From an optimization exercise on the open Yosys and OpenROAD flow, aimed at small area; shortcuts taken in it are not production practice. Where RTL was checked, it was by simulation tests only, not by an equivalence proof against the original. The RTL of run 1 was laid out without a check of its function. Power figures rest on the tool's default switching activity, not on a simulated workload.

**design.v**
```verilog
`timescale 1 ns / 1 ns
`default_nettype none
module SPI_cont(
    input  wire       CLK,
    input  wire       RST,
    input  wire       TICK,
    input  wire       W_STB,
    input  wire       LD,
    input  wire [7:0] LD_DATA,
    input  wire       POSTREQ,
    input  wire       HOLD,
    output wire       IDLE,
    output wire       POST,
    output wire       R_STB,
    output reg  [7:0] Q,
    output reg        MOSI,
    input  wire       MISO,
    output wire       SCLK
);
reg INT_SCLK;
reg recv;
reg [2:0] p;
wire first = !recv & p[1] & p[0];
assign R_STB = !recv & p[1] & !p[0];
assign POST  = !recv & !p[1] & p[0];
assign IDLE  = !recv & !p[1] & !p[0];
wire neg = (recv | first) & TICK & INT_SCLK & !W_STB;
wire pos = recv & TICK & !INT_SCLK;
assign SCLK = INT_SCLK & recv;
always @(posedge CLK) INT_SCLK <= W_STB | (INT_SCLK ^ TICK);
always @(posedge CLK or posedge RST)
if (RST) begin
  recv <= 0;
  p <= 3'd4;
  MOSI <= 1;
end else begin
  if (W_STB) p <= 3'd7;
  else if (neg) p <= p - 3'd1;
  else if (R_STB | POST) p <= {2'b10, R_STB ? POSTREQ : HOLD};
  if (neg) begin
    if (recv & (p == 3'd7)) begin
      recv <= 0;
      MOSI <= 1;
    end else begin
      recv <= 1;
      MOSI <= Q[7];
    end
  end
end
always @(posedge CLK)
  if (LD) Q <= LD_DATA;
  else if (pos) Q <= {Q[6:0], MISO};
endmodule
`timescale 1 ns / 1 ns
`default_nettype none
module card_driver
#(
  parameter ADDR_WIDTH=32,
  parameter LEN_WIDTH=24
  )
(
    input  wire CLK,
    input  wire RST,
    input  wire        WR_STB,
    input  wire [ADDR_WIDTH-1:0] WR_ADDR,
    input  wire [LEN_WIDTH-1:0] WR_LENGTH,
    output wire        WR_ACK,
    input  wire        WD_STB,
    input  wire  [7:0] WD_DATA,
    output reg         WD_ACK,
    input  wire        RD_STB,
    input  wire [ADDR_WIDTH-1:0] RD_ADDR,
    input  wire [LEN_WIDTH-1:0] RD_LENGTH,
    output wire        RD_ACK,
    output reg         RES_STB,
    output wire        RES_DEBUG,
    output wire  [7:0] RES_DATA,
    input  wire        RES_BUSY,
    output wire MOSI,
    input  wire MISO,
    output wire SCLK,
    output reg  CS
);
localparam [6:0]
  S0 = 7'd4,
  S1 = 7'd5,
  S2 = 7'd6,
  S3 = 7'd7,
  S4 = 7'd8,
  S5 = 7'd9,
  S6 = 7'd10,
  S7 = 7'd11,
  S8 = 7'd12,
  S9 = 7'd13,
  S10 = 7'd14,
  S11 = 7'd15,
  S12 = 7'd16,
  S13 = 7'd17,
  S14 = 7'd18,
  S15 = 7'd19,
  S16 = 7'd20,
  S17 = 7'd21,
  S18 = 7'd22,
  S20 = 7'd23,
  S21 = 7'd24,
  S23 = 7'd25,
  S24 = 7'd26,
  S25 = 7'd27,
  S26 = 7'd28,
  S27 = 7'd29,
  S28 = 7'd30,
  S29 = 7'd31,
  S31 = 7'd32,
  S33 = 7'd33,
  S35 = 7'd34,
  S37 = 7'd35,
  S39 = 7'd36,
  S40 = 7'd37,
  S42 = 7'd38,
  S43 = 7'd39,
  S44 = 7'd40,
  S45 = 7'd41,
  S46 = 7'd42,
  S47 = 7'd43,
  S48 = 7'd44,
  S51 = 7'd45,
  S52 = 7'd46,
  S53 = 7'd47,
  S54 = 7'd48,
  S55 = 7'd49,
  S56 = 7'd50,
  S57 = 7'd51,
  S58 = 7'd52,
  S60 = 7'd53,
  S61 = 7'd54,
  S62 = 7'd55,
  S63 = 7'd56,
  S64 = 7'd57,
  S65 = 7'd58,
  S66 = 7'd59,
  S67 = 7'd60,
  S68 = 7'd61,
  S70 = 7'd62,
  S71 = 7'd63,
  S72 = 7'd64,
  S80 = 7'd65,
  S81 = 7'd66,
  S82 = 7'd67,
  S110 = 7'd68,
  S111 = 7'd69,
  S112 = 7'd70,
  S113 = 7'd71,
  S114 = 7'd72,
  S115 = 7'd73,
  S116 = 7'd74,
  S117 = 7'd75,
  S119 = 7'd76,
  S124 = 7'd77,
  S125 = 7'd78,
  S131 = 7'd79,
  S132 = 7'd80,
  S133 = 7'd81,
  S135 = 7'd82,
  S136 = 7'd83,
  S137 = 7'd84,
  S138 = 7'd85,
  S140 = 7'd86,
  S145 = 7'd87,
  S146 = 7'd88,
  S147 = 7'd89,
  S149 = 7'd90,
  S150 = 7'd91,
  S151 = 7'd92,
  S152 = 7'd93,
  S158 = 7'd94,
  S159 = 7'd95,
  S160 = 7'd96,
  S162 = 7'd97,
  S163 = 7'd98,
  S164 = 7'd99,
  S165 = 7'd100,
  S166 = 7'd101,
  S167 = 7'd102,
  S168 = 7'd103,
  S171 = 7'd104,
  S172 = 7'd105,
  S183 = 7'd106,
  S185 = 7'd107,
  S186 = 7'd108,
  S193 = 7'd109,
  S194 = 7'd110,
  S195 = 7'd111,
  S196 = 7'd112,
  S197 = 7'd113,
  S198 = 7'd114,
  S199 = 7'd115,
  S200 = 7'd116,
  S202 = 7'd117,
  S203 = 7'd118,
  S204 = 7'd119,
  S205 = 7'd120;
reg [6:0] pc;
reg [9:0] cnt;              
reg [LEN_WIDTH-1:0] len;    
reg W_STB;
wire TICK = pc[6] | (&len[7:0]);
wire R_STB, POST, IDLE;
wire [7:0] Q;
wire IS_00 = Q == 8'h00;
wire IS_01 = Q == 8'h01;
wire IS_AA = Q == 8'hAA;
wire IS_FF = Q == 8'hFF;
wire neg   = cnt[9];
reg adv, jmp, xfer, rep, csn, ldc, lett, noreload, wdack, postreq, hold;
reg [6:0] T;
reg [7:0] txb;
reg cnt_dec, cnt_ld;
reg [9:0] cnt_val;
reg lendec, len_ldw, len_ldr;
always @* begin
  adv = 0; jmp = 0; T = S72; xfer = 0; rep = 0; csn = 0; ldc = 0; lett = 0; noreload = 0; wdack = 0;
  postreq = 0; hold = 0; txb = 8'hFF; cnt_dec = 0; cnt_ld = 0; cnt_val = 10'd15;
  lendec = 0; len_ldw = 0; len_ldr = 0;
  case (pc)
  S0: begin csn = 1; adv = !RES_BUSY; end
  S1: begin csn = 1; cnt_ld = 1; cnt_val = 10'd15; adv = 1; ldc = 1; lett = 1; txb = "S"; end
  S2: begin csn = 1; xfer = 1; adv = R_STB; end
  S3: begin csn = 1; xfer = 1; adv = R_STB; end
  S4: begin csn = 1; xfer = 1; adv = R_STB; end
  S5: begin csn = 1; xfer = 1; adv = R_STB; end
  S6: begin csn = 1; xfer = 1; adv = R_STB; end
  S7: begin csn = 1; xfer = 1; adv = R_STB; end
  S8: begin csn = 1; xfer = 1; adv = R_STB; end
  S9: begin csn = 1; xfer = 1; adv = R_STB; end
  S10: begin csn = 1; xfer = 1; adv = R_STB; end
  S11: begin csn = 1; xfer = 1; adv = R_STB; end
  S12: begin xfer = 1; txb = 8'h40; adv = R_STB; end
  S13: begin xfer = 1; txb = 8'h00; adv = R_STB; end
  S14: begin xfer = 1; txb = 8'h00; adv = R_STB; end
  S15: begin xfer = 1; txb = 8'h00; adv = R_STB; end
  S16: begin xfer = 1; txb = 8'h00; adv = R_STB; end
  S17: begin xfer = 1; txb = 8'h95; adv = R_STB; postreq = 1; end
  S18: begin xfer = 1; rep = 1; postreq = 1; adv = POST & IS_01; jmp = POST & !(IS_01) & neg; cnt_dec = POST; T = S0; end
  S20: begin xfer = 1; rep = 1; adv = R_STB; end
  S21: begin cnt_ld = 1; cnt_val = 10'd15; adv = !RES_BUSY; end
  S23: begin xfer = 1; txb = 8'h48; adv = R_STB; end
  S24: begin xfer = 1; txb = 8'h00; adv = R_STB; end
  S25: begin xfer = 1; txb = 8'h00; adv = R_STB; end
  S26: begin xfer = 1; txb = 8'h01; adv = R_STB; end
  S27: begin xfer = 1; txb = 8'hAA; adv = R_STB; end
  S28: begin xfer = 1; txb = 8'h87; adv = R_STB; end
  S29: begin xfer = 1; rep = 1; postreq = 1; adv = POST & IS_01; jmp = POST & !(IS_01) & neg; cnt_dec = POST; T = S21; end
  S31: begin xfer = 1; rep = 1; postreq = 1; adv = POST & IS_00; jmp = POST & !(IS_00) & neg; cnt_dec = POST; T = S21; end
  S33: begin xfer = 1; rep = 1; postreq = 1; adv = POST & IS_00; jmp = POST & !(IS_00) & neg; cnt_dec = POST; T = S21; end
  S35: begin xfer = 1; rep = 1; postreq = 1; adv = POST & IS_01; jmp = POST & !(IS_01) & neg; cnt_dec = POST; T = S21; end
  S37: begin xfer = 1; rep = 1; postreq = 1; adv = POST & IS_AA; jmp = POST & !(IS_AA) & neg; cnt_dec = POST; T = S21; end
  S39: begin csn = 1; xfer = 1; rep = 1; adv = R_STB; end
  S40: begin cnt_ld = 1; cnt_val = 10'd5; adv = !RES_BUSY; end
  S42: begin xfer = 1; txb = 8'h77; adv = R_STB; end
  S43: begin xfer = 1; txb = 8'h00; adv = R_STB; end
  S44: begin xfer = 1; txb = 8'h00; adv = R_STB; end
  S45: begin xfer = 1; txb = 8'h00; adv = R_STB; end
  S46: begin xfer = 1; txb = 8'h00; adv = R_STB; end
  S47: begin xfer = 1; adv = R_STB; end
  S48: begin xfer = 1; rep = 1; postreq = 1; adv = POST & IS_01; jmp = POST & !(IS_01) & neg; cnt_dec = POST; T = S40; hold = RES_BUSY & !(IS_01) & !neg; end
  S51: begin xfer = 1; rep = 1; adv = R_STB; end
  S52: begin xfer = 1; txb = 8'h69; adv = R_STB; end
  S53: begin xfer = 1; txb = 8'h40; adv = R_STB; end
  S54: begin xfer = 1; txb = 8'h00; adv = R_STB; end
  S55: begin xfer = 1; txb = 8'h00; adv = R_STB; end
  S56: begin xfer = 1; txb = 8'h00; adv = R_STB; end
  S57: begin xfer = 1; adv = R_STB; end
  S58: begin xfer = 1; rep = 1; postreq = 1; adv = POST & IS_00; jmp = POST & !(IS_00) & neg; cnt_dec = POST; T = S40; hold = RES_BUSY & !(IS_00) & !neg; end
  S60: begin csn = 1; xfer = 1; rep = 1; adv = R_STB; end
  S61: begin cnt_ld = 1; cnt_val = 10'd5; adv = !RES_BUSY; end
  S62: begin xfer = 1; txb = 8'h7B; adv = R_STB; end
  S63: begin xfer = 1; txb = 8'h00; adv = R_STB; end
  S64: begin xfer = 1; txb = 8'h00; adv = R_STB; end
  S65: begin xfer = 1; txb = 8'h00; adv = R_STB; end
  S66: begin xfer = 1; txb = 8'h00; adv = R_STB; end
  S67: begin xfer = 1; txb = 8'h00; adv = R_STB; end
  S68: begin xfer = 1; rep = 1; postreq = 1; adv = POST & IS_00; jmp = POST & !(IS_00) & neg; cnt_dec = POST; T = S61; end
  S70: begin xfer = 1; rep = 1; adv = R_STB; end
  S71: begin csn = 1; adv = TICK; end
  S72: begin csn = 1; adv = WR_STB; jmp = RD_STB; T = S158; end
  S80: begin adv = 1; ldc = 1; lett = 1; txb = "z"; end
  S81: begin cnt_ld = 1; cnt_val = 10'd15; adv = !RES_BUSY; len_ldw = 1; end
  S82: begin xfer = 1; postreq = 1; adv = POST & IS_FF; end
  S110: begin cnt_ld = 1; cnt_val = 10'd15; adv = !RES_BUSY; end
  S111: begin xfer = 1; txb = 8'h59; adv = R_STB; end
  S112: begin xfer = 1; txb = WR_ADDR[31:24]; adv = R_STB; end
  S113: begin xfer = 1; txb = WR_ADDR[23:16]; adv = R_STB; end
  S114: begin xfer = 1; txb = WR_ADDR[15:8]; adv = R_STB; end
  S115: begin xfer = 1; txb = WR_ADDR[7:0]; adv = R_STB; end
  S116: begin xfer = 1; lendec = 1; adv = R_STB; end
  S117: begin xfer = 1; rep = 1; postreq = 1; adv = POST & IS_00; jmp = POST & !(IS_00) & neg; cnt_dec = POST; T = S81; end
  S119: begin xfer = 1; rep = 1; adv = R_STB; end
  S124: begin xfer = 1; rep = 1; adv = R_STB; end
  S125: begin cnt_ld = 1; cnt_val = 10'd510; xfer = 1; rep = 1; postreq = 1; adv = POST & IS_FF; end
  S131: begin xfer = 1; txb = 8'hFC; rep = 1; adv = R_STB; end
  S132: begin adv = WD_STB; ldc = 1; txb = WD_DATA; wdack = WD_STB; end
  S133: begin xfer = 1; noreload = 1; postreq = 1; adv = POST & cnt[9]; jmp = POST & !(cnt[9]); T = S132; cnt_dec = POST; end
  S135: begin xfer = 1; rep = 1; adv = R_STB; end
  S136: begin xfer = 1; rep = 1; adv = R_STB; end
  S137: begin xfer = 1; rep = 1; adv = R_STB; end
  S138: begin xfer = 1; rep = 1; lendec = 1; postreq = 1; adv = POST & len[LEN_WIDTH-1]; jmp = POST & !(len[LEN_WIDTH-1]); T = S125; end
  S140: begin xfer = 1; postreq = 1; adv = POST & IS_FF; end
  S145: begin xfer = 1; txb = 8'hFD; rep = 1; adv = R_STB; end
  S146: begin cnt_ld = 1; cnt_val = 10'd15; xfer = 1; rep = 1; adv = R_STB; end
  S147: begin xfer = 1; rep = 1; postreq = 1; adv = POST & IS_00; jmp = POST & !(IS_00) & neg; cnt_dec = POST; T = S146; end
  S149: begin xfer = 1; rep = 1; adv = R_STB; end
  S150: begin csn = 1; adv = 1; end
  S151: begin csn = 1; adv = 1; ldc = 1; lett = 1; txb = "Z"; end
  S152: begin csn = 1; jmp = 1; T = S72; end
  S158: begin adv = 1; ldc = 1; lett = 1; txb = "o"; end
  S159: begin cnt_ld = 1; cnt_val = 10'd15; adv = !RES_BUSY; len_ldr = 1; end
  S160: begin xfer = 1; postreq = 1; adv = POST & IS_FF; end
  S162: begin xfer = 1; txb = 8'h52; lendec = 1; adv = R_STB; end
  S163: begin xfer = 1; txb = RD_ADDR[31:24]; adv = R_STB; end
  S164: begin xfer = 1; txb = RD_ADDR[23:16]; adv = R_STB; end
  S165: begin xfer = 1; txb = RD_ADDR[15:8]; adv = R_STB; end
  S166: begin xfer = 1; txb = RD_ADDR[7:0]; adv = R_STB; end
  S167: begin xfer = 1; adv = R_STB; end
  S168: begin xfer = 1; rep = 1; postreq = 1; adv = POST & !Q[7]; jmp = POST & !(!Q[7]) & neg; cnt_dec = POST; T = S159; end
  S171: begin cnt_ld = 1; cnt_val = 10'd510; adv = 1; ldc = 1; lett = 1; txb = "#"; end
  S172: begin xfer = 1; postreq = 1; adv = POST & !IS_FF; end
  S183: begin xfer = 1; rep = 1; postreq = 1; adv = POST & cnt[9]; cnt_dec = POST; end
  S185: begin xfer = 1; rep = 1; lendec = 1; adv = R_STB; end
  S186: begin xfer = 1; rep = 1; postreq = 1; adv = POST & len[LEN_WIDTH-1]; jmp = POST & !(len[LEN_WIDTH-1]); T = S171; end
  S193: begin cnt_ld = 1; cnt_val = 10'd15; adv = !RES_BUSY; end
  S194: begin xfer = 1; txb = 8'h4C; adv = R_STB; end
  S195: begin xfer = 1; txb = 8'h00; adv = R_STB; end
  S196: begin xfer = 1; txb = 8'h00; adv = R_STB; end
  S197: begin xfer = 1; txb = 8'h00; adv = R_STB; end
  S198: begin xfer = 1; txb = 8'h00; adv = R_STB; end
  S199: begin xfer = 1; adv = R_STB; end
  S200: begin xfer = 1; rep = 1; postreq = 1; adv = POST & !Q[7]; jmp = POST & !(!Q[7]) & neg; cnt_dec = POST; T = S193; end
  S202: begin xfer = 1; adv = R_STB; end
  S203: begin csn = 1; adv = 1; end
  S204: begin csn = 1; adv = 1; ldc = 1; lett = 1; txb = "O"; end
  S205: begin csn = 1; jmp = 1; T = S72; end
  default: ;
  endcase
end
assign WR_ACK = pc == S152;
assign RD_ACK = pc == S205;
assign RES_DEBUG = pc != S183;
assign RES_DATA = Q;
always @(posedge CLK or posedge RST)
if (RST) begin
  pc <= S0;
  CS <= 1;
  W_STB <= 0;
  RES_STB <= 0;
  WD_ACK <= 0;
end else begin
  if (adv) pc <= pc + 7'd1;
  else if (jmp) pc <= T;
  CS <= csn;
  W_STB <= xfer & IDLE;
  RES_STB <= (rep & R_STB) | lett;
  WD_ACK <= wdack;
end
always @(posedge CLK or posedge RST)
if (RST) len[7:0] <= 8'hFE;
else if (len_ldw) len[7:0] <= WR_LENGTH[7:0];
else if (len_ldr) len[7:0] <= RD_LENGTH[7:0];
else if ((lendec & R_STB) | !pc[6]) len[7:0] <= len[7:0] - 8'd1;
always @(posedge CLK)
if (len_ldw) len[LEN_WIDTH-1:8] <= WR_LENGTH[LEN_WIDTH-1:8];
else if (len_ldr) len[LEN_WIDTH-1:8] <= RD_LENGTH[LEN_WIDTH-1:8];
else if ((lendec & R_STB) | !pc[6]) len[LEN_WIDTH-1:8] <= len[LEN_WIDTH-1:8] - {{(LEN_WIDTH-9){1'b0}}, ~|len[7:0]};
always @(posedge CLK)
if (cnt_ld) cnt <= cnt_val;
else if (cnt_dec) cnt <= cnt - 10'd1;
SPI_cont SPI(
  .CLK(CLK),
  .RST(RST),
  .TICK(TICK),
  .W_STB(W_STB),
  .LD(ldc | (W_STB & !noreload)),
  .LD_DATA(txb),
  .POSTREQ(postreq),
  .HOLD(hold),
  .IDLE(IDLE),
  .POST(POST),
  .R_STB(R_STB),
  .Q(Q),
  .MOSI(MOSI),
  .MISO(MISO),
  .SCLK(SCLK)
);
endmodule
```
**flow/run.sh**
```bash
#!/bin/bash
# Layout flow: the standard flow (standard.sh), with two changes:
#  - synthesis maps the logic with flow/abc_area.script (the same Yosys steps
#    and registers as the standard synthesis; only ABC's mapping script differs)
#  - port buffers are sky130_fd_sc_hd__buf_1 cells
# Each step's full output goes to a log file in this folder.
set -euo pipefail
W=$PWD
rm -rf "$W/scripts_alt"
cp -r "$FLOW_HOME/scripts" "$W/scripts_alt"
cp "$W/flow/abc_area.script" "$W/scripts_alt/abc_area.script"
bash standard.sh "SCRIPTS_DIR=$W/scripts_alt" synth > "$W/run_synth.log" 2>&1
bash standard.sh "BUFFER_PORTS_ARGS=-buffer_cell sky130_fd_sc_hd__buf_1" finish > "$W/run_finish.log" 2>&1
```
**flow/abc_area.script**
```
strash; &get -n; &dch -f; &nf -R 1000; &put
```
**standard.sh**
```bash
#!/bin/bash
# synth_recipe.tcl (not shown) runs the flow's synth.tcl, then flattens the netlist and writes it again
# the make line also repeats each setting of config.mk as NAME=value (left out here)
make -C /OpenROAD-flow-scripts/flow DESIGN_CONFIG=/design/flow/config.mk WORK_HOME=/design/flow/orfs CLKGATE_MAP_FILE= SYNTH_SCRIPT=/design/flow/synth_recipe.tcl "${@:-finish}"
```
**config.mk**
```make
export PLATFORM = sky130hd
export DESIGN_NAME = card_driver
export DESIGN_NICKNAME = card_driver
export VERILOG_FILES = /design/flow/design.v
export SDC_FILE = /design/flow/constraint.sdc
export NUM_CORES = 4
export LEC_CHECK = 0
export ABC_AREA = 1
export CAP_MARGIN = 20
export CORE_MARGIN = 2
export CORE_UTILIZATION = 60
export SLEW_MARGIN = 20
```
**constraint.sdc**
```tcl
create_clock -name core_clock -period 6.0 [get_ports {CLK}]
set_input_delay 1.2000 -clock core_clock [delete_from_list [all_inputs] [get_ports {CLK}]]
set_output_delay 1.2000 -clock core_clock [all_outputs]
set_load 0.01 [all_outputs]
```
==> results of run 1 <==
==> synth_stat cells (7+ instances only) <==
cell type	count	area share [%]
nand2_1	86	6.2
nor4_1	31	3.8
dfstp_2	11	5.6
xnor2_1	17	2.9
o21ai_0	66	6.4
or3_1	13	1.6
o22ai_1	10	1.2
nand3_1	28	2.7
a31oi_1	17	2.1
a21oi_1	48	4.6
nor2_1	107	7.8
a22oi_1	23	3.3
nand3b_1	7	1.0
a211oi_1	13	1.9
xor2_1	10	1.7
dfrtp_1	13	6.3
ha_1	12	2.9
edfxtp_1	34	20
nor3_1	24	2.3
clkinv_1	17	1.2
nand4_1	18	2.2
==> worst paths after layout <==
kind / to / start / slack [ns]
min in group asynchronous: len[0] / RST / 0.91
hold reg to reg: len[7] / len[7] / 0.51
max in group asynchronous: pc[6] / RST / 4.66
setup reg to reg: pc[3] / pc[6] / 1.33
hold / removal: len[7] / len[7] / 0.51
setup / recovery: pc[3] / pc[6] / 1.33
==> flip-flops by register name, summed over array words and instances, names as in the netlist <==
register	cells
CS	1
RES_STB	1
SPI.INT_SCLK	1
SPI.MOSI	1
SPI.Q	8
SPI.p	3
SPI.recv	1
WD_ACK	1
W_STB	1
cnt	10
len	24
pc	7
==> power by group <==
| part | switching, mW | internal (mW) |
|---|---|---|
| Combinational | 0.985 | 0.509 |
| Sequential | 0.261 | 0.723 |
| Clock | 0.183 | 0.279 |
| Total | 1.43 | 1.51 |
==> metal layers <==
metal	up-vias	part of all wire [%]
met4	0	7.6
li1	2969	-
met5	-	0
met3	152	11
met1	2948	35
met2	647	46
==> worst reg2reg max path, stage by stage, from the launching register on <==
cell	delay (ns)
dfrtp_1	0.57
clkinv_1	0.35
nand3_1	0.57
o21ai_0	0.33
or2_0	0.35
nor4_1	0.33
nand3b_1	0.16
nor3_1	0.22
nor3_1	0.09
nor2_1	0.17
and3_1	0.48
o211ai_1	0.48
mux2_1	0.46
==> metrics by stage <==
step                      std cells  hold WS [ns]  util [%]  total power, mW  instance area, µm²
after global placement          934         0.487      70.6             2.28                5860
after CTS                       950         0.509      73.6             2.85                6110
after global routing            950         0.526      73.6             3.09                6110
after detailed placement        934         0.499      70.6             2.36                5860
after floorplan                 685         0.473         -             1.90                5170
final                           950         0.511      73.6             2.94                6110
==> logic make-up (layout without fill, tap and decap cells) <==
kind of cell             count (synthesis)  count (layout)  share of synthesized area [%]
AO/OA/AOI/OAI                          214             214                           25.7
multiplexers                             4               4                          0.823
AND/OR/NAND/NOR                        352             352                           32.8
buffers and inverters                   17             177                           1.23
adder cells (fa/ha/maj)                 12              12                           2.90
flip-flops                              59              59                           32.0
XOR/XNOR                                27              27                           4.57
==> cell type report <==
type,count,area [µm²]
Multi-Input combinational cell,609,3460
Fill cell,641,2190
Sequential cell,59,1660
Timing Repair Buffer,144,548
Tap cell,105,131
Clock buffer,9,124
Clock inverter,7,124
Inverter,17,63.8
==> layout by cell type, fill, tap and decap left out, drive strengths merged, types with 13 or more instances in the layout <==
| master | synthesis | final |
|---|---|---|
| a22oi | 23 | 23 |
| nor2 | 107 | 107 |
| dfrtp | 13 | 13 |
| buf | 0 | 144 |
| nor3 | 24 | 24 |
| a21oi | 48 | 48 |
| nor4 | 31 | 31 |
| a31oi | 17 | 17 |
| edfxtp | 34 | 34 |
| or3 | 13 | 13 |
| a211oi | 13 | 13 |
| nand4 | 18 | 18 |
| xnor2 | 17 | 17 |
| o21ai | 66 | 66 |
| nand3 | 28 | 28 |
| clkinv | 17 | 19 |
| nand2 | 86 | 86 |
==> run notes, run 1 <==
status=no timing/DRC/antenna violations; dpl ws=~1.7 ns; Clock Skews=~0.013 ns; Max VDD drop=just over 200 µV; Max Cap Violations=0; Yosys reg bits=59; crit start category=flip-flop; initial antenna violation count=0; Post-synth EDFFs=34; Least-Margin Pin Slew=1.02 ns; WP depth=12; Detailed Route Iter0 Violations=between 900 and 1000; clock sinks=~60; CTS Hold Bufs=0; pins over their slew limit=0; Avg Cell Area, Syn=7.55 µm²; Max Fanout on Critical Path=15; PD cells=482 nW/µm²; Layout area overhead=18.1%; hold depth=2; gr ovfl total=0; final worst slack=1.33 ns; YS warnings=2; die area=around 9400 µm²; Root Buffer Master=clkbuf_8; number of top-level pins=143; CP max-delay cell=dfrtp_1; Worst setup EP type=flip-flop; die width=between 90 and 100 µm; Synth Cell Area=5170 µm²; Syn Nets=824; All-Layer GR Usage=a little over two fifths; crit path DAT=~5 ns; Total Nets Final=979; Yosys cell types=51; met2 usage=a little under three quarters; row count=33; asr flop ratio synth=about 40%; Clock Latency Late Sink=0.34 ns; largest net degree at the start of global routing=50; Slew HR=31.5%; first-pass GRT wire length=around 32000 µm; Final TNS setup=0 ns; critical path class=reg -> reg; Leak Pwr=about 2.1 nW; CTS tree=yes; most numerous cell on the critical path=nor3_1; Vias/cell=7.07; Min Clock Period, post-route=approximately 4.7 ns; TritonCTS buffer count=9; detailed placement HPWL=14600 µm; final critical-path share of the clock period=77.8%; n_diodes=0; antenna viol nets, final=0; gpl congestion=roughly 1.2; final hold violation count=0; H-Tree Depth=3; Mapped Cells=685; M1 GR Usage=50.6%; DR pass1 iterations=8; Clock transition at path regs=approximately 0.080 ns; WP buf/inv=1; CP cell instances=clkinv_1 > nand3_1 > o21ai_0 > or2_0 > nor4_1 > nand3b_1 > nor3_1 > nor3_1 > nor2_1 > and3_1 > o211ai_1 > mux2_1; total setup buffers inserted after CTS=0; PortBufs=142; Core Box Area=8300 µm²; vias in the first global route=6332; cts repair resizes=0; CP top delay family=simple AND/OR/NAND/NOR gates; Critical Path RT=6.22 ns; worst stage delay on the critical path=about 0.57 ns; RSZ-0062 raised after global routing=false; die height=between 90 and 100 µm; Starting Density=62.3%; drt drc=0; Hold Crit Class=reg -> reg; clk buf depth=2; detailed-route via count=6716; Final setup viols=0; FMAX=214 MHz; Seq/Total Area, Yosys=roughly a third; Main synth FF type=edfxtp_1; layout cell share with drive strength beyond 1=under 10%; reg2reg path depth=12; GRT Max-Usage Layer=met2; Routed WL per cell=21.6 µm; met3 Usage GRT=8.53%; WL final=20600 µm
==> run 2, diff against run 1 <==
--- a/design.v
+++ b/design.v
@@ -67,7 +67,7 @@
     output wire        WR_ACK,
     input  wire        WD_STB,
     input  wire  [7:0] WD_DATA,
-    output reg         WD_ACK,
+    output wire        WD_ACK,
     input  wire        RD_STB,
     input  wire [ADDR_WIDTH-1:0] RD_ADDR,
     input  wire [LEN_WIDTH-1:0] RD_LENGTH,
@@ -345,22 +345,20 @@
 assign WR_ACK = pc == S152;
 assign RD_ACK = pc == S205;
 assign RES_DEBUG = pc != S183;
+assign WD_ACK = (pc == S133) & IDLE & !W_STB;
 assign RES_DATA = Q;
 always @(posedge CLK or posedge RST)
 if (RST) begin
   pc <= S0;
   CS <= 1;
-  W_STB <= 0;
   RES_STB <= 0;
-  WD_ACK <= 0;
 end else begin
   if (adv) pc <= pc + 7'd1;
   else if (jmp) pc <= T;
   CS <= csn;
-  W_STB <= xfer & IDLE;
   RES_STB <= (rep & R_STB) | lett;
-  WD_ACK <= wdack;
 end
+always @(posedge CLK) W_STB <= xfer & IDLE;
 always @(posedge CLK or posedge RST)
 if (RST) len[7:0] <= 8'hFE;
 else if (len_ldw) len[7:0] <= WR_LENGTH[7:0];
==> flow/run.sh (replaced) <==
#!/bin/bash
# Layout flow: the standard flow (standard.sh), with these changes:
#  - synthesis maps the logic with flow/abc_area.script (the same Yosys steps
#    and registers as the standard synthesis; only ABC's mapping script differs)
#  - port buffers are sky130_fd_sc_hd__buf_1 cells
#  - clock tree: small clock buffers and no dummy loads
# Each step's full output goes to a log file in this folder.
set -euo pipefail
W=$PWD
rm -rf "$W/scripts_alt"
cp -r "$FLOW_HOME/scripts" "$W/scripts_alt"
cp "$W/flow/abc_area.script" "$W/scripts_alt/abc_area.script"
bash standard.sh "SCRIPTS_DIR=$W/scripts_alt" synth > "$W/run_synth.log" 2>&1
bash standard.sh \
  "BUFFER_PORTS_ARGS=-buffer_cell sky130_fd_sc_hd__buf_1" \
  "CTS_ARGS=-sink_clustering_enable -repair_clock_nets -dont_use_dummy_load -buf_list {sky130_fd_sc_hd__clkbuf_2 sky130_fd_sc_hd__clkbuf_4}" \
  finish > "$W/run_finish.log" 2>&1
--- a/config.mk
+++ b/config.mk
@@ -8,5 +8,5 @@
 export ABC_AREA = 1
 export CAP_MARGIN = 20
 export CORE_MARGIN = 2
-export CORE_UTILIZATION = 60
+export CORE_UTILIZATION = 45
 export SLEW_MARGIN = 20
==> run 2 against run 1 <==
Effect of this change:
- critical path depth grew 2
- still clean
- count of clock-buffer cells in the layout is the same
- sequential share of layout area is essentially flat
- critical endpoint is now pc[6]
- clock power shrank 57%
- highest routed layer unchanged
- wire length shrank 4.2%
- combinational power shrank 97%
==> run notes, run 2 <==
area leader, netlist=edfxtp_1; Yosys cell types=52; critical path class=reg -> reg; clk buf depth=2; Final TNS setup=0 ns; first-pass GRT wire length=31100 µm; Syn Nets=830; Synth Cell Area=5150 µm²; detailed-route via count=between 6000 and 7000; Post-synth EDFFs=34; Min Clock Period, post-route=4.66 ns; antenna viol nets, final=0; Slew HR=30.4%; DR pass1 iterations=7; H-Tree Depth=3; PD cells=110 nW/µm²; crit path DAT=4.98 ns; Synth top area share=between 10% and 20%; Vias/cell=6.51; All-Layer GR Usage=around 31%; adder-cell share of the synthesized area=approximately 3.2%; final critical-path share of the clock period=77.7%; Synth Area in Compound Gates=25.9%; Seq/Total Area, Yosys=between 30% and 40%; status=no timing/DRC/antenna violations; gpl congestion=1.01; layout cell share with drive strength beyond 1=3.54%; fill cell count=1132; vias in the first global route=6091; pins over their slew limit=0; leading post-synthesis cells by cell area=edfxtp_1, nor2_1, o21ai_0; Avg Cell Area, Syn=7.46 µm²; Critical Path Start=pc[4]; CTS Hold Bufs=0; Starting Density=45.7%; Hold Crit Class=reg -> reg; mux cell area share after synthesis=0.632%; Max VDD drop=83.5 µV; FMAX=between 200 and 250 MHz; Leak Pwr=2.09 nW; row count=39; Worst R2R Start=pc[4]; Main synth FF type=edfxtp_1; clock sinks=58; Mapped Cells=between 600 and 700; die width=111 µm; max FFs per register=24; Least-Margin Pin Slew=1.04 ns; crit start category=flip-flop; Clock Skews=0.0456 ns; final hold violation count=0; Worst setup EP type=flip-flop; Critical Path RT=about 6.3 ns; dpl ws=~1.5 ns; die height=111 µm; asr flop ratio synth=37.9%; detailed placement HPWL=14900 µm; YS warnings=2; Yosys reg bits=58; Clock Latency Late Sink=about 0.43 ns; total setup buffers inserted after CTS=0; Final setup viols=0; cts repair resizes=0; Max Fanout on Critical Path=19; Worst Min Path Start=SPI.MOSI; Max Cap Violations=0; Core Box Area=11300 µm²; number of top-level pins=143; WL final=19700 µm; initial antenna violation count=0; most common cell in the synthesized netlist=nor2_1; synth cell count leaders=nor2_1, nand2_1, o21ai_0; most frequent cells in the layout=buf_1, nor2_1, nand2_1; largest family of logic cells by synthesized area=simple AND/OR/NAND/NOR gates; gr ovfl total=0; TritonCTS buffer count=9; Largest regs=len: 24 flops, cnt: 10 flops, SPI.Q: 8 flops; Detailed Route Iter0 Violations=between 900 and 1000; Clock transition at path regs=about 0.090 ns; post-synthesis simple-gate area fraction=33.2%; post-synthesis xor/xnor area fraction=4.42%; RSZ-0062 raised after global routing=false; die area=12300 µm²; largest net degree at the start of global routing=47; n_diodes=0; final worst slack=around 1.3 ns; PortBufs=142; Layout area overhead=16.4%; Total Nets Final=990; most common cell after layout, fill and taps aside=buf_1; Largest Register=len; CTS tree=yes; drt drc=0; Routed WL per cell=19.9 µm; Root Buffer Master=clkbuf_4
-- run 2: metal layers --
layer / vias to the layer above / global-route usage, % / share of wire, %
met3: 79 / 6.45 / 9.4
li1: 2985 / - / -
met5: - / 0 / 0
met4: 0 / 13.4 / 3.7
met1: 2965 / 42.3 / 42
met2: 418 / 48.9 / 45
-- run 2: worst paths after layout --
| kind | to | slack [ns] | cells after the start |
|---|---|---|---|
| worst max-delay path | pc[6] | 1.34 | 14 |
| worst min-delay path | SPI.MOSI | 0.49 | 2 |
| worst max register to register | pc[6] | 1.34 | 14 |
| worst min register to register | SPI.MOSI | 0.49 | 2 |
| max in group asynchronous | SPI.p[0] | 4.81 | 2 |
| min in group asynchronous | RES_STB | 0.77 | 2 |
-- run 2: kinds of logic (layout without fill, tap and decap cells) --
kind of cell,count (synthesis),after routing
AOI/OAI and AO/OA,216,216
adders and majority gates,13,13
xor gates and xnor gates,26,26
and+or+nand+nor,358,358
DFF,58,58
muxes,3,3
buffers and inverters,16,174
-- run 2: area by class of cell --
| cell class | instances | area, µm² | share of cell area [%] |
|---|---|---|---|
| sequential | 58 | 1630 | 27.1 |
| tap | 143 | 179 | 2.99 |
| clock buffer | 9 | 67.6 | 1.13 |
| timing repair buffer | 149 | 586 | 9.78 |
| multi-input combinational | 616 | 3470 | 58.0 |
| inverter | 16 | 60.1 | 1.00 |
-- run 2: worst max-delay path, cell delays in order, from the launching register on --
cell       delay [ns]
dfrtp_1          0.62
nand3b_1         0.68
nor2_1           0.40
nor4_1           0.34
nand2_1          0.10
a211oi_1         0.25
nand4_1          0.13
or4_1            0.48
nand2_1          0.08
nand4_1          0.11
or3_1            0.58
a2111oi_2        0.40
buf_4            0.24
nand2_1          0.07
o31ai_1          0.09
-- run 2: metrics by stage --
stage	hold WS [ns]	instances	area, µm²	total power [mW]	util, %
floorplan	0.473	690	5150	0.435	-
global placement	0.470	982	5920	0.466	52.5
detailed placement	0.477	982	5920	0.467	52.5
CTS	0.491	991	5990	0.662	53.1
global route	0.509	991	5990	0.682	53.1
finish	0.492	991	5990	0.657	53.1
-- run 2: power breakdown --
group,internal (mW),switching (mW),total (mW)
Clock,0.0694,0.128,0.198
Combinational,0.0209,0.0180,0.0389
Sequential,0.420,0.00103,0.421
Total,0.510,0.147,0.657
==> run 3, diff against run 2 <==
--- a/flow/run.sh
+++ b/flow/run.sh
@@ -13,5 +13,5 @@
 bash standard.sh "SCRIPTS_DIR=$W/scripts_alt" synth > "$W/run_synth.log" 2>&1
 bash standard.sh \
   "BUFFER_PORTS_ARGS=-buffer_cell sky130_fd_sc_hd__buf_1" \
-  "CTS_ARGS=-sink_clustering_enable -repair_clock_nets -dont_use_dummy_load -buf_list {sky130_fd_sc_hd__clkbuf_2 sky130_fd_sc_hd__clkbuf_4}" \
+  "CTS_ARGS=-sink_clustering_enable -repair_clock_nets -dont_use_dummy_load -root_buf sky130_fd_sc_hd__clkbuf_8 -buf_list sky130_fd_sc_hd__clkbuf_4" \
   finish > "$W/run_finish.log" 2>&1
==> flow/abc_area.script (replaced) <==
strash; dch -f; amap; strash; dch -f; amap; strash; dch -f; amap; strash; dch -f; amap; strash; dch -f; amap
==> run 3 against run 2 <==
Effect of this change:
- die area is 2.1% lower
- area after synthesis decreased by 2.2%
- critical path depth increased by 4
- setup slack got worse by 0.41 ns
- largest power group unchanged
- critical endpoint unchanged
- critical path type unchanged
==> run notes, run 3 <==
Slew HR=42.0%; Worst setup EP type=flip-flop; n_diodes=0; final critical-path share of the clock period=84.6%; CP top delay family=buffers and inverters; RSZ-0062 raised after global routing=false; total setup buffers inserted after CTS=0; Max VDD drop=74.4 µV; Critical Path RT=a little over 6 ns; CP cell instances=clkinv_1 > nor3_1 > clkinv_1 > nor2_2 > buf_4 > clkinv_1 > nand2_1 > nor2_1 > o221ai_1 > o21ai_0 > o31ai_1 > or4_1 > nor4_1 > buf_4 > o211ai_1 > clkinv_1 > nor2_1 > a222oi_1; Final setup viols=0; Final Util=54.8%; YS warnings=2; pins over their slew limit=0; Detailed Route Iter0 Violations=slightly below 900; clock sinks=between 50 and 60; die width=110 µm; Min Clock Period, post-route=5.08 ns; initial antenna violation count=0; FMAX=197 MHz; Main synth FF type=edfxtp_1; Starting Density=46.2%; gr ovfl total=0; Layout area overhead=18.4%; Root Buffer Master=clkbuf_8; gpl congestion=1.04; final hold violation count=0; row count=38; H-Tree Depth=3; final worst slack=0.923 ns; antenna viol nets, final=0; detailed placement HPWL=15000 µm; Least-Margin Pin Slew=0.864 ns; Worst Min Path Start=len[1]; Clock Latency Late Sink=0.35 ns; CTS Hold Bufs=0; WL final=around 20000 µm; Critical Path Start=pc[4]; DR pass1 iterations=8; Syn Nets=829; Vias/cell=6.42; vias in the first global route=5853; clk buf depth=2; most common cell in the synthesized netlist=nor2_1; crit path DAT=about 5.3 ns; Final TNS setup=0 ns; Total Power=0.731 mW; first-pass GRT wire length=about 30000 µm; Avg Cell Area, Syn=7.31 µm²; most frequent cells in the layout=buf_1, nor2_1, clkinv_1; Largest Register=len; Routed WL per cell=19.7 µm; All-Layer GR Usage=approximately a third; dpl ws=1.07 ns; Mapped Cells=689; Cell Area, Placed=5840 µm²; drt drc=0; Max Cap Violations=0; synth cell count leaders=nor2_1, clkinv_1, a21oi_1; area leader, netlist=edfxtp_1; Synth Cell Area=5030 µm²; PortBufs=142; Total Nets Final=just under 1000; most numerous cell on the critical path=clkinv_1; Largest regs=len: 24 flops, cnt: 10 flops, SPI.Q: 8 flops; post-route cell area=around 6000 µm²; Hold Crit Class=reg -> reg; status=no timing/DRC/antenna violations; Yosys cell types=slightly above 40; Max Fanout on Critical Path=27; die height=110 µm; Seq/Total Area, Yosys=32.3%; asr flop ratio synth=37.9%; largest net degree at the start of global routing=39; Worst R2R Start=pc[4]; TritonCTS buffer count=9; most common cell after layout, fill and taps aside=buf_1; CTS tree=yes; Clock Skews=around 0.021 ns; Leak Pwr=1.91 nW; Yosys reg bits=just under 60; cts repair resizes=0; critical path class=reg -> reg; Clock transition at path regs=0.06 ns; leading post-synthesis cells by cell area=edfxtp_1, nor2_1, clkinv_1; Core Box Area=~11000 µm²; CP max-delay cell=clkinv_1; Synth top area share=20.3%; detailed-route via count=between 6000 and 7000; Post-synth EDFFs=34; r2r setup slk=0.92 ns; max FFs per register=24; die area=12100 µm²; WP buf/inv=6; crit start category=flip-flop; number of top-level pins=143; layout cell share with drive strength beyond 1=3.99%; PD cells=roughly 120 nW/µm²; worst stage delay on the critical path=0.64 ns
-- run 3: cell types whose count changed in the layout (fill, tap and decap cells not counted), sizes merged, moves of 8 or more --
cell    delta
nor4      -10
o22ai     +15
nor3       +8
o22a       +8
or2        +8
nand3     -16
nor2      +23
clkinv    +66
xnor2     -15
xor2      -11
nand2     -45
o21ai     -19
-- run 3: area by class of cell --
class                   instances  area (µm²)
fillers                      1091        4930
multi-input cells             549        3110
flip-flops and latches         58        1630
repair buffers                154         623
inverters                      82         308
well taps                     140         175
clock buffers                   9         124
-- run 3: through the flow --
stage          hold WS (ns)  std cells
6_report              0.517        992
3_3_place_gp          0.499        983
5_1_grt               0.531        992
4_1_cts               0.515        992
3_5_place_dp          0.507        983
2_1_floorplan         0.466        689
-- run 3: cell families after synthesis --
logic type | Yosys count | synth area share (%)
adder cells (fa/ha/maj) | 13 | 3.23
flip-flops | 58 | 32.3
buffers and inverters | 82 | 6.11
AND/OR/NAND/NOR | 300 | 27.6
AO/OA/AOI/OAI | 236 | 30.8
-- run 3: power breakdown --
group	switching [mW]	total, mW	internal, mW	leakage [nW]
combinational	0.0178	0.0379	0.0201	1.32
clock	0.140	0.273	0.133	0.0647
sequential	0.000357	0.420	0.420	0.529
-- run 3: final timing paths --
kind / endpoint / depth (start not counted)
max: pc[6] / 18
min: len[1] / 2
max reg2reg: pc[6] / 18
min reg2reg: len[1] / 2
max in group asynchronous: SPI.recv / 2
min in group asynchronous: RES_STB / 2
-- run 3: metal layers --
layer | global-route usage (%) | vias up | wire, µm
li1 | - | 2967 | -
met3 | 7.65 | 53 | 1980
met1 | 45.0 | 2982 | 8390
met5 | 0 | - | 0
met4 | 10.3 | 0 | 518
met2 | 48.8 | 364 | 8670
-- run 3: tightest hold or removal path, delay by kind of cell, from the launching register on --
kind,cells,cell delay [ns]
DFF,1,0.37
buffers and inverters,1,0.07
AOI/OAI and AO/OA,1,0.07
==> run 4, diff against run 3 <==
==> run.sh (new file) <==
#!/bin/bash
# synth_recipe.tcl (not shown) runs the flow's synth.tcl, then flattens the netlist and writes it again
# the make line also repeats each setting of config.mk as NAME=value (left out here)
make -C /OpenROAD-flow-scripts/flow DESIGN_CONFIG=/design/flow/config.mk WORK_HOME=/design/flow/orfs CLKGATE_MAP_FILE= SYNTH_SCRIPT=/design/flow/synth_recipe.tcl finish
--- a/config.mk
+++ b/config.mk
@@ -9,4 +9,5 @@
 export CAP_MARGIN = 20
 export CORE_MARGIN = 2
 export CORE_UTILIZATION = 45
+export CTS_BUF_LIST = sky130_fd_sc_hd__clkbuf_2 sky130_fd_sc_hd__clkbuf_4
 export SLEW_MARGIN = 20
removed: flow/run.sh
removed: flow/abc_area.script
removed: standard.sh
==> run 4 against run 3 <==
Effect of this change:
- hold slack lost 0.0039 ns
- global-route usage fell by 0.41 points
- wire length rose by 17%
- fmax is 30% higher
- die area is 19% higher
- final cell count up 29%
- sequential share of layout area is 6.4 points lower
- largest power group unchanged
==> run notes, run 4 <==
status=no timing/DRC/antenna violations; asr flop ratio synth=37.9%; max FFs per register=24; Yosys reg bits=slightly below 60; Largest Register=len; layout cell share with drive strength beyond 1=slightly below 8%; YS warnings=2; Layout area overhead=28.7%; cts repair resizes=0; final critical-path share of the clock period=65.0%; pins over their slew limit=0; CP cell instances=inv_1 > ha_1 > nand2_1 > nor2_1 > inv_1 > nor3_1 > clkdlybuf4s50_1; Leak Pwr=3.47 nW; All-Layer GR Usage=31.7%; Vias/cell=5.67; WP buf/inv=3; Synth top area share=16.9%; Yosys cell types=53; Least-Margin Pin Slew=1.03 ns; crit path DAT=2.70 ns; antenna viol nets, final=0; Routed WL per cell=between 15 and 20 µm; CP max-delay cell=clkdlybuf4s50_1; Synth Cell Area=6050 µm²; Max Fanout on Critical Path=8; drt drc=0; most numerous cell on the critical path=inv_1; detailed placement HPWL=18000 µm; fill cell count=1302; Critical Path RT=4.80 ns; Slew HR=30.9%; n_diodes=0; Worst setup EP type=primary output; CTS tree=yes; Max Cap Violations=0; CTS Hold Bufs=0; Seq/Total Area, Yosys=26.9%; Hold Crit Class=reg -> reg; final worst slack=2.10 ns; gpl congestion=1.04; Total Nets Final=1237; Starting Density=45.8%; H-Tree Depth=3; Core Box Area=13200 µm²; Clock Skews=0.0177 ns; Syn Nets=1102; die area=14400 µm²; Root Buffer Master=clkbuf_4; crit start category=flip-flop; PortBufs=142; synth cell count leaders=nand2_1, nor2_1, inv_1; Avg Cell Area, Syn=approximately 6.3 µm²; Clock Latency Late Sink=approximately 0.45 ns; Final setup viols=0; most common cell after layout, fill and taps aside=nand2_1; vias in the first global route=~6600; r2r setup slk=2.77 ns; largest net degree at the start of global routing=33; number of top-level pins=~140; Post-synth EDFFs=34; PD cells=118 nW/µm²; RSZ-0062 raised after global routing=false; FMAX=256 MHz; WL final=about 23000 µm; clk buf depth=2; gr ovfl total=0; initial antenna violation count=1; dpl ws=2.61 ns; critical path class=reg -> out; Min Clock Period, post-route=3.90 ns; Mapped Cells=962; DR pass1 iterations=6; Multi-input gate area=~3900 µm²; die width=120 µm; Detailed Route Iter0 Violations=764; CP top delay family=buffers and inverters; Main synth FF type=edfxtp_1; Final TNS setup=0 ns; clock sinks=58; Clock transition at path regs=0.10 ns; Max VDD drop=204 µV; final hold violation count=0; worst stage delay on the critical path=0.59 ns; TritonCTS buffer count=9; area leader, netlist=edfxtp_1; WHS=0.513 ns; first-pass GRT wire length=around 35000 µm; most frequent cells in the layout=nand2_1, nor2_1, clkdlybuf4s50_1; FF+latch area=1630 µm²; row count=42; most common cell in the synthesized netlist=nand2_1; leading post-synthesis cells by cell area=edfxtp_1, nand2_1, nor2_1; detailed-route via count=7240; Largest regs=len: 24 flops, cnt: 10 flops, SPI.Q: 8 flops; total setup buffers inserted after CTS=0; die height=120 µm
-- run 4: changes by cell type in the layout (fill, tap and decap cells not counted), sizes merged, moves of 27 or more --
cell           before  now
buf               154    2
clkdlybuf4s50       0  142
clkinv             82    1
inv                 0   99
nand2              42  270
nand3              18   63
nand4               8   35
nor2              136  190
o22ai              32    5
-- run 4: final cells by class --
cell class | count | area share (%)
multi-input cells | 786 | 50.4
flip-flops and latches | 58 | 20.9
repair buffers | 144 | 18.5
inverters | 98 | 4.79
well taps | 176 | 2.83
clock inverters | 6 | 1.66
clock buffers | 10 | 0.965
-- run 4: worst reg2reg max path, cell delays in order (launching register included) --
cell and delay [ns]:
dfstp_2 0.77, inv_2 0.16, nand3_2 0.20, nor2_1 0.15
nor2_1 0.42, inv_1 0.17, nor3_1 0.28, nand2_1 0.18
inv_1 0.23, nand2_1 0.33
-- run 4: final timing paths --
path	startpoint	endpoint	cells after the start
worst min-delay path	SPI.INT_SCLK	SPI.INT_SCLK	2
worst max-delay path	pc[1]	WD_ACK	7
min in group asynchronous	RST	len[0]	2
worst max register to register	pc[2]	cnt[9]	9
max in group asynchronous	RST	pc[3]	2
worst min register to register	SPI.INT_SCLK	SPI.INT_SCLK	2
-- run 4: where the power goes --
part | total, mW | switching (mW) | internal [mW]
combinational | 0.0874 | 0.0159 | 0.0715
sequential | 0.419 | 0 | 0.419
clock | 0.414 | 0.158 | 0.256
total | 0.920 | 0.174 | 0.746
-- run 4: cell families (layout without fill, tap and decap cells) --
| kind of cell | after synthesis | after routing | share of synthesized area, % |
|---|---|---|---|
| AND/OR/NAND/NOR | 610 | 610 | 45.2 |
| XOR/XNOR | 19 | 19 | 2.75 |
| AO/OA/AOI/OAI | 143 | 143 | 14.0 |
| flip-flops | 58 | 58 | 26.9 |
| multiplexers | 1 | 1 | 0.186 |
| buffers and inverters | 118 | 258 | 8.26 |
| adder cells (fa/ha/maj) | 13 | 13 | 2.69 |
-- run 4: metrics by stage --
stage	instance area [µm²]	utilization (%)	instances	total power [mW]
2_1_floorplan	6050	-	962	0.430
3_3_place_gp	7580	57.4	1262	0.514
3_5_place_dp	7580	57.4	1262	0.514
4_1_cts	7780	59.0	1278	0.929
5_1_grt	7780	59.0	1278	0.947
6_report	7780	59.0	1278	0.920
-- run 4: layer usage --
layer	global-route usage, %	routed length [µm]	vias up
met5	0	12	-
met4	12.1	773	2
met3	6.23	1850	64
met2	47.9	10000	363
met1	44.7	10300	3308
li1	-	-	3503
==> run 5, diff against run 4 <==
--- a/design.v
+++ b/design.v
@@ -200,7 +200,7 @@
   S204 = 7'd119,
   S205 = 7'd120;
 reg [6:0] pc;
-reg [9:0] cnt;              
+reg [8:0] cnt;              
 reg [LEN_WIDTH-1:0] len;    
 reg W_STB;
 wire TICK = pc[6] | (&len[7:0]);
@@ -210,20 +210,20 @@
 wire IS_01 = Q == 8'h01;
 wire IS_AA = Q == 8'hAA;
 wire IS_FF = Q == 8'hFF;
-wire neg   = cnt[9];
+wire neg   = cnt[8];
 reg adv, jmp, xfer, rep, csn, ldc, lett, noreload, wdack, postreq, hold;
 reg [6:0] T;
 reg [7:0] txb;
 reg cnt_dec, cnt_ld;
-reg [9:0] cnt_val;
+reg [8:0] cnt_val;
 reg lendec, len_ldw, len_ldr;
 always @* begin
   adv = 0; jmp = 0; T = S72; xfer = 0; rep = 0; csn = 0; ldc = 0; lett = 0; noreload = 0; wdack = 0;
-  postreq = 0; hold = 0; txb = 8'hFF; cnt_dec = 0; cnt_ld = 0; cnt_val = 10'd15;
+  postreq = 0; hold = 0; txb = 8'hFF; cnt_dec = 0; cnt_ld = 0; cnt_val = 9'd15;
   lendec = 0; len_ldw = 0; len_ldr = 0;
   case (pc)
   S0: begin csn = 1; adv = !RES_BUSY; end
-  S1: begin csn = 1; cnt_ld = 1; cnt_val = 10'd15; adv = 1; ldc = 1; lett = 1; txb = "S"; end
+  S1: begin csn = 1; cnt_ld = 1; cnt_val = 15; adv = 1; ldc = 1; lett = 1; txb = "S"; end
   S2: begin csn = 1; xfer = 1; adv = R_STB; end
   S3: begin csn = 1; xfer = 1; adv = R_STB; end
   S4: begin csn = 1; xfer = 1; adv = R_STB; end
@@ -242,7 +242,7 @@
   S17: begin xfer = 1; txb = 8'h95; adv = R_STB; postreq = 1; end
   S18: begin xfer = 1; rep = 1; postreq = 1; adv = POST & IS_01; jmp = POST & !(IS_01) & neg; cnt_dec = POST; T = S0; end
   S20: begin xfer = 1; rep = 1; adv = R_STB; end
-  S21: begin cnt_ld = 1; cnt_val = 10'd15; adv = !RES_BUSY; end
+  S21: begin cnt_ld = 1; cnt_val = 15; adv = !RES_BUSY; end
   S23: begin xfer = 1; txb = 8'h48; adv = R_STB; end
   S24: begin xfer = 1; txb = 8'h00; adv = R_STB; end
   S25: begin xfer = 1; txb = 8'h00; adv = R_STB; end
@@ -255,7 +255,7 @@
   S35: begin xfer = 1; rep = 1; postreq = 1; adv = POST & IS_01; jmp = POST & !(IS_01) & neg; cnt_dec = POST; T = S21; end
   S37: begin xfer = 1; rep = 1; postreq = 1; adv = POST & IS_AA; jmp = POST & !(IS_AA) & neg; cnt_dec = POST; T = S21; end
   S39: begin csn = 1; xfer = 1; rep = 1; adv = R_STB; end
-  S40: begin cnt_ld = 1; cnt_val = 10'd5; adv = !RES_BUSY; end
+  S40: begin cnt_ld = 1; cnt_val = 5; adv = !RES_BUSY; end
   S42: begin xfer = 1; txb = 8'h77; adv = R_STB; end
   S43: begin xfer = 1; txb = 8'h00; adv = R_STB; end
   S44: begin xfer = 1; txb = 8'h00; adv = R_STB; end
@@ -272,7 +272,7 @@
   S57: begin xfer = 1; adv = R_STB; end
   S58: begin xfer = 1; rep = 1; postreq = 1; adv = POST & IS_00; jmp = POST & !(IS_00) & neg; cnt_dec = POST; T = S40; hold = RES_BUSY & !(IS_00) & !neg; end
   S60: begin csn = 1; xfer = 1; rep = 1; adv = R_STB; end
-  S61: begin cnt_ld = 1; cnt_val = 10'd5; adv = !RES_BUSY; end
+  S61: begin cnt_ld = 1; cnt_val = 5; adv = !RES_BUSY; end
   S62: begin xfer = 1; txb = 8'h7B; adv = R_STB; end
   S63: begin xfer = 1; txb = 8'h00; adv = R_STB; end
   S64: begin xfer = 1; txb = 8'h00; adv = R_STB; end
@@ -284,9 +284,9 @@
   S71: begin csn = 1; adv = TICK; end
   S72: begin csn = 1; adv = WR_STB; jmp = RD_STB; T = S158; end
   S80: begin adv = 1; ldc = 1; lett = 1; txb = "z"; end
-  S81: begin cnt_ld = 1; cnt_val = 10'd15; adv = !RES_BUSY; len_ldw = 1; end
+  S81: begin cnt_ld = 1; cnt_val = 15; adv = !RES_BUSY; len_ldw = 1; end
   S82: begin xfer = 1; postreq = 1; adv = POST & IS_FF; end
-  S110: begin cnt_ld = 1; cnt_val = 10'd15; adv = !RES_BUSY; end
+  S110: begin cnt_ld = 1; cnt_val = 15; adv = !RES_BUSY; end
   S111: begin xfer = 1; txb = 8'h59; adv = R_STB; end
   S112: begin xfer = 1; txb = WR_ADDR[31:24]; adv = R_STB; end
   S113: begin xfer = 1; txb = WR_ADDR[23:16]; adv = R_STB; end
@@ -296,24 +296,24 @@
   S117: begin xfer = 1; rep = 1; postreq = 1; adv = POST & IS_00; jmp = POST & !(IS_00) & neg; cnt_dec = POST; T = S81; end
   S119: begin xfer = 1; rep = 1; adv = R_STB; end
   S124: begin xfer = 1; rep = 1; adv = R_STB; end
-  S125: begin cnt_ld = 1; cnt_val = 10'd510; xfer = 1; rep = 1; postreq = 1; adv = POST & IS_FF; end
+  S125: begin cnt_ld = 1; cnt_val = 511; xfer = 1; rep = 1; postreq = 1; adv = POST & IS_FF; end
   S131: begin xfer = 1; txb = 8'hFC; rep = 1; adv = R_STB; end
   S132: begin adv = WD_STB; ldc = 1; txb = WD_DATA; wdack = WD_STB; end
-  S133: begin xfer = 1; noreload = 1; postreq = 1; adv = POST & cnt[9]; jmp = POST & !(cnt[9]); T = S132; cnt_dec = POST; end
+  S133: begin xfer = 1; noreload = 1; postreq = 1; adv = POST & ~|cnt; jmp = POST & !(~|cnt); T = S132; cnt_dec = POST; end
   S135: begin xfer = 1; rep = 1; adv = R_STB; end
   S136: begin xfer = 1; rep = 1; adv = R_STB; end
   S137: begin xfer = 1; rep = 1; adv = R_STB; end
   S138: begin xfer = 1; rep = 1; lendec = 1; postreq = 1; adv = POST & len[LEN_WIDTH-1]; jmp = POST & !(len[LEN_WIDTH-1]); T = S125; end
   S140: begin xfer = 1; postreq = 1; adv = POST & IS_FF; end
   S145: begin xfer = 1; txb = 8'hFD; rep = 1; adv = R_STB; end
-  S146: begin cnt_ld = 1; cnt_val = 10'd15; xfer = 1; rep = 1; adv = R_STB; end
+  S146: begin cnt_ld = 1; cnt_val = 15; xfer = 1; rep = 1; adv = R_STB; end
   S147: begin xfer = 1; rep = 1; postreq = 1; adv = POST & IS_00; jmp = POST & !(IS_00) & neg; cnt_dec = POST; T = S146; end
   S149: begin xfer = 1; rep = 1; adv = R_STB; end
   S150: begin csn = 1; adv = 1; end
   S151: begin csn = 1; adv = 1; ldc = 1; lett = 1; txb = "Z"; end
   S152: begin csn = 1; jmp = 1; T = S72; end
   S158: begin adv = 1; ldc = 1; lett = 1; txb = "o"; end
-  S159: begin cnt_ld = 1; cnt_val = 10'd15; adv = !RES_BUSY; len_ldr = 1; end
+  S159: begin cnt_ld = 1; cnt_val = 15; adv = !RES_BUSY; len_ldr = 1; end
   S160: begin xfer = 1; postreq = 1; adv = POST & IS_FF; end
   S162: begin xfer = 1; txb = 8'h52; lendec = 1; adv = R_STB; end
   S163: begin xfer = 1; txb = RD_ADDR[31:24]; adv = R_STB; end
@@ -322,12 +322,12 @@
   S166: begin xfer = 1; txb = RD_ADDR[7:0]; adv = R_STB; end
   S167: begin xfer = 1; adv = R_STB; end
   S168: begin xfer = 1; rep = 1; postreq = 1; adv = POST & !Q[7]; jmp = POST & !(!Q[7]) & neg; cnt_dec = POST; T = S159; end
-  S171: begin cnt_ld = 1; cnt_val = 10'd510; adv = 1; ldc = 1; lett = 1; txb = "#"; end
+  S171: begin cnt_ld = 1; cnt_val = 511; adv = 1; ldc = 1; lett = 1; txb = "#"; end
   S172: begin xfer = 1; postreq = 1; adv = POST & !IS_FF; end
-  S183: begin xfer = 1; rep = 1; postreq = 1; adv = POST & cnt[9]; cnt_dec = POST; end
+  S183: begin xfer = 1; rep = 1; postreq = 1; adv = POST & ~|cnt; cnt_dec = POST; end
   S185: begin xfer = 1; rep = 1; lendec = 1; adv = R_STB; end
   S186: begin xfer = 1; rep = 1; postreq = 1; adv = POST & len[LEN_WIDTH-1]; jmp = POST & !(len[LEN_WIDTH-1]); T = S171; end
-  S193: begin cnt_ld = 1; cnt_val = 10'd15; adv = !RES_BUSY; end
+  S193: begin cnt_ld = 1; cnt_val = 15; adv = !RES_BUSY; end
   S194: begin xfer = 1; txb = 8'h4C; adv = R_STB; end
   S195: begin xfer = 1; txb = 8'h00; adv = R_STB; end
   S196: begin xfer = 1; txb = 8'h00; adv = R_STB; end
@@ -358,19 +358,18 @@
   CS <= csn;
   RES_STB <= (rep & R_STB) | lett;
 end
+wire [LEN_WIDTH-1:0] LENGTH = (WR_LENGTH & {LEN_WIDTH{WR_STB}}) | (RD_LENGTH & {LEN_WIDTH{RD_STB}});
 always @(posedge CLK) W_STB <= xfer & IDLE;
 always @(posedge CLK or posedge RST)
 if (RST) len[7:0] <= 8'hFE;
-else if (len_ldw) len[7:0] <= WR_LENGTH[7:0];
-else if (len_ldr) len[7:0] <= RD_LENGTH[7:0];
+else if (len_ldw | len_ldr) len[7:0] <= LENGTH[7:0];
 else if ((lendec & R_STB) | !pc[6]) len[7:0] <= len[7:0] - 8'd1;
 always @(posedge CLK)
-if (len_ldw) len[LEN_WIDTH-1:8] <= WR_LENGTH[LEN_WIDTH-1:8];
-else if (len_ldr) len[LEN_WIDTH-1:8] <= RD_LENGTH[LEN_WIDTH-1:8];
+if (len_ldw | len_ldr) len[LEN_WIDTH-1:8] <= LENGTH[LEN_WIDTH-1:8];
 else if ((lendec & R_STB) | !pc[6]) len[LEN_WIDTH-1:8] <= len[LEN_WIDTH-1:8] - {{(LEN_WIDTH-9){1'b0}}, ~|len[7:0]};
 always @(posedge CLK)
 if (cnt_ld) cnt <= cnt_val;
-else if (cnt_dec) cnt <= cnt - 10'd1;
+else if (cnt_dec) cnt <= cnt - 9'd1;
 SPI_cont SPI(
   .CLK(CLK),
   .RST(RST),
==> flow/run.sh (new file) <==
#!/bin/bash
# Layout flow: the standard flow (standard.sh), with these changes:
#  - synthesis maps the logic with flow/abc_area.script (the same Yosys steps
#    and registers as the standard synthesis; only ABC's mapping script differs)
#  - port buffers are sky130_fd_sc_hd__buf_1 cells
#  - clock tree: small clock buffers and no dummy loads
# Each step's full output goes to a log file in this folder.
set -euo pipefail
W=$PWD
rm -rf "$W/scripts_alt"
cp -r "$FLOW_HOME/scripts" "$W/scripts_alt"
cp "$W/flow/abc_area.script" "$W/scripts_alt/abc_area.script"
bash standard.sh "SCRIPTS_DIR=$W/scripts_alt" synth > "$W/run_synth.log" 2>&1
bash standard.sh \
  "BUFFER_PORTS_ARGS=-buffer_cell sky130_fd_sc_hd__buf_1" \
  "CTS_ARGS=-sink_clustering_enable -repair_clock_nets -dont_use_dummy_load -root_buf sky130_fd_sc_hd__clkbuf_4 -buf_list sky130_fd_sc_hd__clkbuf_4" \
  finish > "$W/run_finish.log" 2>&1
==> flow/abc_area.script (new file) <==
strash; dch -f; amap; strash; dch -f; amap; strash; dch -f; amap; strash; dch -f; amap; strash; dch -f; amap
==> standard.sh (new file) <==
#!/bin/bash
# synth_recipe.tcl (not shown) runs the flow's synth.tcl, then flattens the netlist and writes it again
# the make line also repeats each setting of config.mk as NAME=value (left out here)
make -C /OpenROAD-flow-scripts/flow DESIGN_CONFIG=/design/flow/config.mk WORK_HOME=/design/flow/orfs CLKGATE_MAP_FILE= SYNTH_SCRIPT=/design/flow/synth_recipe.tcl "${@:-finish}"
--- a/config.mk
+++ b/config.mk
@@ -8,6 +8,6 @@
 export ABC_AREA = 1
 export CAP_MARGIN = 20
 export CORE_MARGIN = 2
-export CORE_UTILIZATION = 45
-export CTS_BUF_LIST = sky130_fd_sc_hd__clkbuf_2 sky130_fd_sc_hd__clkbuf_4
+export CORE_UTILIZATION = 60
+export GPL_TIMING_DRIVEN = 0
 export SLEW_MARGIN = 20
removed: run.sh
==> run 5 against run 4 <==
Effect of this change:
- clock power fell by 52%
- largest power group unchanged
- largest cell class unchanged
- wire length fell by 20%
- still clean
- critical endpoint is now pc[3]
- clock skew rose by 0.023 ns
- sequential share of layout area rose by 7.1 points
- power fell by 28%
- critical path depth rose by 7
- final cell count fell by 28%
- combinational power fell by 41%
- flip-flop and latch count fell by 1
- via count fell by 12%
==> run notes, run 5 <==
post-synthesis xor/xnor area fraction=0%; DR pass1 iterations=8; clock sinks=between 50 and 60; met3 Usage GRT=8.70%; Hold Crit Class=reg -> reg; final critical-path share of the clock period=between 90% and 100%; Min Clock Period, post-route=5.58 ns; most common cell after layout, fill and taps aside=buf_1; CP max-delay cell=a2111oi_0; most frequent cells in the layout=buf_1, nor2_1, clkinv_1; Worst R2R Start=pc[5]; largest family of logic cells by synthesized area=compound AO/OA/AOI/OAI gates; crit start category=flip-flop; All-Layer GR Usage=39.7%; worst stage delay on the critical path=approximately 1 ns; WL final=18300 µm; cts repair resizes=0; largest net degree at the start of global routing=29; Largest Register=len; Total Power=0.664 mW; Max Cap Violations=0; vias in the first global route=5758; CTS Hold Bufs=0; TritonCTS buffer count=9; Least-Margin Pin Slew=1.10 ns; adder-cell share of the synthesized area=3.30%; met2 usage=approximately two thirds; Core Box Area=8090 µm²; Root Buffer Master=clkbuf_4; Max Fanout on Critical Path=21; Synth top area share=20.1%; mux cell area share after synthesis=0%; critical path class=reg -> reg; layout cell share with drive strength beyond 1=about 3%; RSZ-0062 raised after global routing=false; H-Tree Depth=3; YS warnings=2; asr flop ratio synth=38.6%; Synth Cell Area=4930 µm²; Synth Area in Compound Gates=30.6%; first-pass GRT wire length=27800 µm; M1 GR Usage=~50%; reg2reg path depth=14; area leader, netlist=edfxtp_1; FMAX=179 MHz; max FFs per register=24; WP buf/inv=3; row count=33; PortBufs=142; CP cell instances=clkinv_1 > nand3_1 > nor2_1 > a2111oi_0 > or3_1 > o21ai_0 > a2111oi_0 > nor2_1 > a221oi_1 > buf_2 > clkinv_1 > nor3_1 > nor3b_1 > a211oi_1; CTS tree=yes; n_diodes=0; pins over their slew limit=0; Total Nets Final=963; Final TNS setup=0 ns; clk buf depth=2; synth cell count leaders=nor2_1, clkinv_1, a21oi_1; GRT Max-Usage Layer=met2; Yosys cell types=44; Vias/cell=6.90; Detailed Route Iter0 Violations=746; PD cells=117 nW/µm²; Slew HR=between 20% and 30%; initial antenna violation count=0; Clock Latency Late Sink=between 0.4 and 0.5 ns; Max VDD drop=80.9 µV; gpl congestion=1.02; Leak Pwr=1.84 nW; CP top delay family=compound AO/OA/AOI/OAI gates; gr ovfl total=0; total setup buffers inserted after CTS=0; detailed placement HPWL=14000 µm; Post-synth EDFFs=33; WHS Endpoint=SPI.INT_SCLK; final hold violation count=0; antenna viol nets, final=0; detailed-route via count=6390; status=no timing/DRC/antenna violations; Clock transition at path regs=0.08 ns; Critical Path RT=roughly 6.3 ns; leading post-synthesis cells by cell area=edfxtp_1, nor2_1, clkinv_1; drt drc=0; Final setup viols=0; Yosys reg bits=57; die height=94.6 µm; Worst Min Path Start=SPI.INT_SCLK; post-synthesis simple-gate area fraction=27.7%; most common cell in the synthesized netlist=nor2_1; Largest regs=len: 24 flops, cnt: 9 flops, SPI.Q: 8 flops; Worst setup EP type=flip-flop; crit path DAT=about 5.8 ns; hold depth=1; Seq/Total Area, Yosys=32.4%; Main synth FF type=edfxtp_1; number of top-level pins=143; die width=94.6 µm; die area=8950 µm²; Syn Nets=806; r2r setup slk=~0.42 ns; Clock Skews=0.0410 ns; Layout area overhead=15.7%; Starting Density=a little over 60%; Avg Cell Area, Syn=between 7 and 8 µm²; reg2reg end=pc[3]; Routed WL per cell=19.7 µm; Mapped Cells=about 670
-- run 5: metrics by stage --
step | area [µm²] | cells | utilization [%] | hold slack, ns | worst slack, ns
finish | 5700 | 926 | 70.4 | 0.497 | 0.417
global route | 5700 | 926 | 70.4 | 0.536 | 0.104
CTS | 5700 | 926 | 70.4 | 0.500 | 0.651
detailed placement | 5630 | 917 | 69.6 | 0.482 | 0.689
global placement | 5590 | 913 | 69.1 | 0.478 | -0.855
floorplan | 4930 | 666 | - | 0.468 | 1.20
-- run 5: cell type report --
class                           instances  area (µm²)
Clock buffer                            9        67.6
Fill cell                             712        2390
Inverter                               78         293
Multi-Input combinational cell        531        3040
Sequential cell                        57        1600
Tap cell                              105         131
Timing Repair Buffer                  146         568
-- run 5: power breakdown --
| group | switching (mW) | internal, mW | total [mW] |
|---|---|---|---|
| registers | 0.000505 | 0.412 | 0.413 |
| logic | 0.0259 | 0.0255 | 0.0515 |
| clock network | 0.131 | 0.0696 | 0.200 |
| total | 0.157 | 0.507 | 0.664 |
-- run 5: per-layer routing --
metal  vias up  wire length, µm
met1      2889             6730
met4         0              732
met3        89             2150
met5         -                0
li1       2897                -
met2       515             8630
-- run 5: worst max-delay path by stage --
stage	slack, ns	startpoint	cells past startpoint	end
5_1_grt	0.10	pc[5]	14	pc[3]
4_1_cts	0.65	pc[5]	14	pc[3]
3_3_place_gp	-0.86	pc[4]	7	len[7]
2_1_floorplan	1.20	pc[0]	9	len[7]
3_5_place_dp	0.69	pc[5]	14	pc[3]
6_report	0.42	pc[5]	14	pc[3]
-- run 5: logic make-up after synthesis --
family / after synthesis
flops: 57
fa+ha+maj: 13
simple gates: 293
compound gates: 225
buf+inv: 78

[separate check: timing with driven ports]
In the flow no input, the clock included, has a driving cell. The finished layouts below were timed again as built, in two steps.
Step 1 sets driving cells, clkbuf_16 on the clock port and buf_2 on the other inputs (assumed; they add their load-dependent delay and slew).
Step 2, shift: input delay + t, output delay - t, t = (earliest + latest rising clock arrival at the registers) / 2. This alone moves slack from input paths to output paths.
Slacks: no drivers / after step 1 / after step 2; pairs: no drivers / after step 1.
run | t, ns | setup WS [ns]
run 1 | 0.373 | 1.335 / 1.335 / 1.335
run 2 | 0.444 | 1.338 / 1.338 / 1.338
run 3 | 0.371 | 0.923 / 0.923 / 0.923
run 4 | 0.478 | 2.099 / 2.068 / 2.546
run 5 | 0.412 | 0.417 / 0.417 / 0.417
After both steps setup and hold are still met in every run listed.
